Context: an optimization exercise on an open-source flow, tuned for small area. The choices shown serve that exercise and are no tape-out recipe.
Function was checked by simulation only, so behaviour that the tests miss may differ from the original.

==> flow/design.v <==
module distance_meter
(
    input  wire       sys_clk,
    input  wire       sys_rst_n,
    input  wire       echo,
    output reg        trig,
    output wire [3:0] nixie_cs,
    output wire [7:0] nixie_seg,
    output reg        led_out,
    output reg        beep_out
);
function [15:0] inc(input [15:0] x);
    integer i;
    reg     cy;
    begin
        cy = 1'b1;
        for (i = 0; i < 16; i = i + 1) begin
            inc[i] = x[i] ^ cy;
            cy     = cy & x[i];
        end
    end
endfunction
reg e1, e2, ff1, ff2;
wire rise = e1 & ~e2;
wire fall = e2 & ~e1;
always @(posedge sys_clk or negedge sys_rst_n)
    if (!sys_rst_n) begin
        e1 <= 1'b0; e2 <= 1'b0; ff1 <= 1'b0; ff2 <= 1'b0;
    end else begin
        e1 <= echo; e2 <= e1; ff1 <= fall; ff2 <= ff1;
    end
reg  [3:0]  ph;
wire ph0  = ~|ph[2:0];                    
wire ph12 = ph[3] & ~ph[2] & ~ph[0];      
localparam [8:0] J0 = 9'd46, J1 = 9'd93;
reg [12:0] dr;                
reg [8:0]  j;
reg [4:0]  s;
reg        pend, dcy;         
reg        zreq, zact;        
reg        eqa, is7130;       
wire s_lo = ~|s[4:1];                                    
wire jt   = s_lo ? ((j & 9'b010110111) == 9'b010010101)    
                 : ((j & 9'b101011011) == 9'b001001010);   
wire wrap = is7130 & ((j & 9'b100001011) == 9'b100001011);
wire hi   = e1 & e2;
always @(posedge sys_clk)
    if (rise) begin
        j <= J1; s <= 5'd0;
    end else if (hi) begin
        if (wrap) begin
            j <= J0; s <= 5'd0;
        end else if (jt) begin
            j <= J0;
            s <= s_lo ? s + 5'd15 : s - 5'd2;
        end else
            j <= {j[7:0], ~(j[8] ^ j[4])};
    end
wire cin  = ph0 ? pend : dcy;
wire dbit = ~zact & (dr[0] ^ cin);       
wire k7130 = ~((ph == 4'd0) | (ph == 4'd3) | (ph == 4'd13) | (ph == 4'd2));
wire eqn  = (ph0 | eqa) & (dbit | ~k7130);
always @(posedge sys_clk) begin
    dr   <= {dbit, dr[12:1]};
    dcy  <= cin & dr[0];
    pend <= (hi & jt & ~wrap & ~rise) | (pend & ~ph0 & ~rise);
    zreq <= rise | (hi & wrap) | (zreq & ~ph12);
    if (ph12) zact <= zreq;
    eqa  <= eqn;
    if (ph12) is7130 <= eqn;
end
reg [4:0] c;                  
reg       nw, conv;
always @(posedge sys_clk or negedge sys_rst_n)
    if (!sys_rst_n) c <= 5'd0;
    else            c <= (c == 5'd29) ? 5'd0 : inc(c);
reg         act;              
reg  [12:0] r0, r1, r2, r3, r4, r5, r6;
reg  [9:0]  acc;              
reg  [2:0]  cy;               
wire [12:0] nxt = {cy, acc};  
function [1:0] fa(input a, input b, input c);    
    fa = {(a & b) | (a & c) | (b & c), a ^ b ^ c};
endfunction
wire [2:0] cyi = (act && !ph0) ? cy : 3'd0;
wire [1:0] f1 = fa(r0[0], r1[0], r2[0]);
wire [1:0] f2 = fa(r3[0], r4[0], r5[0]);
wire [1:0] f3 = fa(r6[0], dbit, cyi[0]);
wire [1:0] f4 = fa(f1[0], f2[0], f3[0]);
wire [1:0] f5 = fa(f1[1], f2[1], f3[1]);
wire [1:0] f6 = fa(f5[0], f4[1], cyi[1]);
wire [1:0] f7 = fa(f5[1], f6[1], cyi[2]);
wire [3:0] tot = {f7[1], f7[0], f6[0], f4[0]};
wire start = conv & ph12 & (c >= 5'd2) & (c <= 5'd14);
always @(posedge sys_clk or negedge sys_rst_n)
    if (!sys_rst_n) begin
        ph <= 4'd0; act <= 1'b0;
    end else begin
        ph  <= {ph[2], ph[1] & ~ph12, ph[0], ~(ph[3] ^ ph[2])};
        if (ph12) act <= start;
    end
reg clr;
always @(posedge sys_clk or negedge sys_rst_n)
    if (!sys_rst_n)       clr <= 1'b0;
    else if (c == 5'd29)  clr <= 1'b1;
always @(posedge sys_clk)
    if (act) begin
        r0 <= {dbit,  r0[12:1]};
        r1 <= {r0[0], r1[12:1]};
        r2 <= {r1[0], r2[12:1]};
        r3 <= {r2[0], r3[12:1]};
        r4 <= {r3[0], r4[12:1]};
        r5 <= {r4[0], r5[12:1]};
        r6 <= {r5[0], r6[12:1]};
    end else begin
        r0 <= {r0[0] & clr, r0[12:1]};
        r1 <= {r1[0] & clr, r1[12:1]};
        r2 <= {r2[0] & clr, r2[12:1]};
        r3 <= {r3[0] & clr, r3[12:1]};
        r4 <= {r4[0] & clr, r4[12:1]};
        r5 <= {r5[0] & clr, r5[12:1]};
        r6 <= {r6[0] & clr, r6[12:1]};
    end
always @(posedge sys_clk or negedge sys_rst_n)
    if (!sys_rst_n) begin
        acc <= 10'd0; cy <= 3'd0;
    end else if (act) begin
        acc <= {tot[0], acc[9:1]};
        cy  <= tot[3:1];
    end
reg gt200, gt50;
always @(posedge sys_clk or negedge sys_rst_n)
    if (!sys_rst_n) begin
        gt200 <= 1'b0; gt50 <= 1'b0;
    end else if (ff2) begin
        gt200 <= nxt > 13'd200;
        gt50  <= nxt > 13'd50;
    end
reg  [14:0] w;                
reg  [14:0] bcd;
function [3:0] add3(input [3:0] x);
    add3 = {x[3] | (x[2] & x[0]) | (x[2] & x[1]),
            (x[2] & ~x[1] & ~x[0]) | (x[3] & x[0]),
            (x[1] & ~x[2]) | (x[1] & x[0]) | (x[3] & ~x[0]),
            (~x[3] & ~x[2] & x[0]) | (x[2] & x[1] & ~x[0]) | (x[3] & ~x[0])};
endfunction
wire [14:0] wa = {w[14:12], add3(w[11:8]), add3(w[7:4]), add3(w[3:0])};
wire [3:0]  bi = ~c[3:0];     
wire        nb = nxt[bi];
always @(posedge sys_clk or negedge sys_rst_n)
    if (!sys_rst_n) begin
        nw <= 1'b0; conv <= 1'b0;
    end else begin
        if (ff2) nw <= 1'b1;
        else if (c == 5'd1) nw <= 1'b0;
        if (c == 5'd1) conv <= nw;
        else if (c == 5'd29) conv <= 1'b0;
    end
always @(posedge sys_clk)
    if (!conv) begin
        if (c == 5'd2)
            w <= 15'd0;
        else if (c >= 5'd3 && c <= 5'd15)
            w <= {wa[13:0], nb};
    end
always @(posedge sys_clk)
    if (c == 5'd29 && (conv || !clr)) bcd <= w;
reg [8:0] tb;                 
reg [5:0] ta;                 
reg       tt;                 
reg [6:0] tc;                 
wire bt = tb[0] & ~tb[1] & ~tb[2] & tb[3] & tb[4] & tb[6] & ~tb[7] & ~tb[8];
wire at = ta[5] & ta[4] & ta[0];         
wire ct = tc[6] & tc[5] & tc[1] & tc[0]; 
wire tick = bt & at & tt;                
always @(posedge sys_clk or negedge sys_rst_n)
    if (!sys_rst_n) begin
        tb <= 9'd178; ta <= 6'd0; tt <= 1'b0; tc <= 7'd0; trig <= 1'b0;
    end else begin
        tb <= {tb[7:6], tb[5] & ~bt, tb[4:0], ~(tb[8] ^ tb[4])};
        if (bt) ta <= at ? 6'd0 : inc(ta);
        if (bt & at) tt <= ~tt;
        if (tick) tc <= ct ? 7'd0 : inc(tc);
        trig <= ~|{tc, tt, ta};
    end
always @(posedge sys_clk or negedge sys_rst_n)
    if (!sys_rst_n) begin
        led_out <= 1'b0; beep_out <= 1'b0;
    end else if (!gt200) begin
        led_out <= 1'b1;
        if (!gt50) beep_out <= tt;
    end else begin
        led_out <= 1'b0; beep_out <= 1'b0;
    end
reg       on;
reg [1:0] pos;
always @(posedge sys_clk or negedge sys_rst_n)
    if (!sys_rst_n) begin
        on <= 1'b0; pos <= 2'd0;
    end else if (tick) begin
        on <= 1'b1;
        if (on) pos <= pos + 2'd1;
    end
assign nixie_cs = {on & (pos == 2'd3), on & (pos == 2'd2),
                   on & (pos == 2'd1), on & (pos == 2'd0)};
reg [3:0] dg;
always @(*)
    case (pos)
        2'd0: dg = bcd[3:0];
        2'd1: dg = bcd[7:4];
        2'd2: dg = bcd[11:8];
        default: dg = {1'b0, bcd[14:12]};
    endcase
wire [3:0] D = on ? dg : 4'd0;
assign nixie_seg[0] = D[3] | D[1] | ~(D[2] ^ D[0]);
assign nixie_seg[1] = ~D[2] | ~(D[1] ^ D[0]);
assign nixie_seg[2] = D[2] | ~D[1] | D[0];
assign nixie_seg[3] = D[3] | (~D[2] & ~D[0]) | (D[1] & ~D[0]) | (~D[2] & D[1])
                    | (D[2] & ~D[1] & D[0]);
assign nixie_seg[4] = (~D[2] & ~D[0]) | (D[1] & ~D[0]);
assign nixie_seg[5] = D[3] | (~D[1] & ~D[0]) | (D[2] & ~D[1]) | (D[2] & ~D[0]);
assign nixie_seg[6] = D[3] | (D[2] ^ D[1]) | (D[1] & ~D[0]);
assign nixie_seg[7] = 1'b0;
endmodule
export LEC_CHECK = 0
export CAP_MARGIN = 20
export CORE_MARGIN = 2
export CORE_UTILIZATION = 50
export SLEW_MARGIN = 20
create_clock -name core_clock -period 20.0 [get_ports {sys_clk}]
standard.sh (not shown) runs the stock make flow with config.mk's settings and CLKGATE_MAP_FILE= SYNTH_SCRIPT=/design/flow/synth_recipe.tcl, a recipe that flattens the netlist after the stock synthesis.
==> flow/flow/run.sh <==
#!/bin/bash
# Standard layout, with two changes: the clock tree is built without dummy
# loads and with chosen clusters and buffers, and the ports get the smallest buffer.
set -euo pipefail
export CTS_ARGS="-sink_clustering_enable -repair_clock_nets -dont_use_dummy_load -buf_list sky130_fd_sc_hd__clkbuf_4 -sink_clustering_size 10 -sink_clustering_max_diameter 50"
export BUFFER_PORTS_ARGS="-buffer_cell sky130_fd_sc_hd__buf_1"
bash standard.sh > standard.log 2>&1
Next try:
==> flow/flow/run.sh (replaced) <==
#!/bin/bash
# Standard layout, with two changes: the clock tree is built without dummy
# loads and with chosen clusters and buffers, and the ports get the smallest buffer.
set -euo pipefail
export CTS_ARGS="-sink_clustering_enable -repair_clock_nets -dont_use_dummy_load -buf_list sky130_fd_sc_hd__clkbuf_8 -sink_clustering_size 20 -sink_clustering_max_diameter 80"
export BUFFER_PORTS_ARGS="-buffer_cell sky130_fd_sc_hd__buf_1"
bash standard.sh > standard.log 2>&1
Routed wire length shrinks by 1.4%.
Critical path depth does not change.
Design area barely changes.
Core utilization is about the same.
Synthesized cell count does not change.
Sequential cell count does not change.
Setup slack gains 0.088 ns.

-- separate check: timing with driven ports --
The results above use ideal ports. As a check the final layouts listed here were re-extracted and re-timed, cells and wires unchanged.
Step 1 sets driving cells, clkbuf_16 on the clock port and buf_2 on the other inputs (assumed; they add their load-dependent delay and slew).
Step 2, shift: input delay + t, output delay - t, t = (earliest + latest rising clock arrival at the registers) / 2. This alone moves slack from input paths to output paths.
Slacks: no drivers / after step 1 / after step 2; pairs: no drivers / after step 1.
run	t (ns)	setup WS [ns]	worst hold slack (ns)	worst setup path at the end
the first run	0.627	13.066 / 13.034 / 13.661	0.302 / 0.302 / 0.302	register to output
the second run	0.511	13.154 / 13.122 / 13.633	0.319 / 0.319 / 0.319	register to output
After both steps every run listed still meets setup and hold.
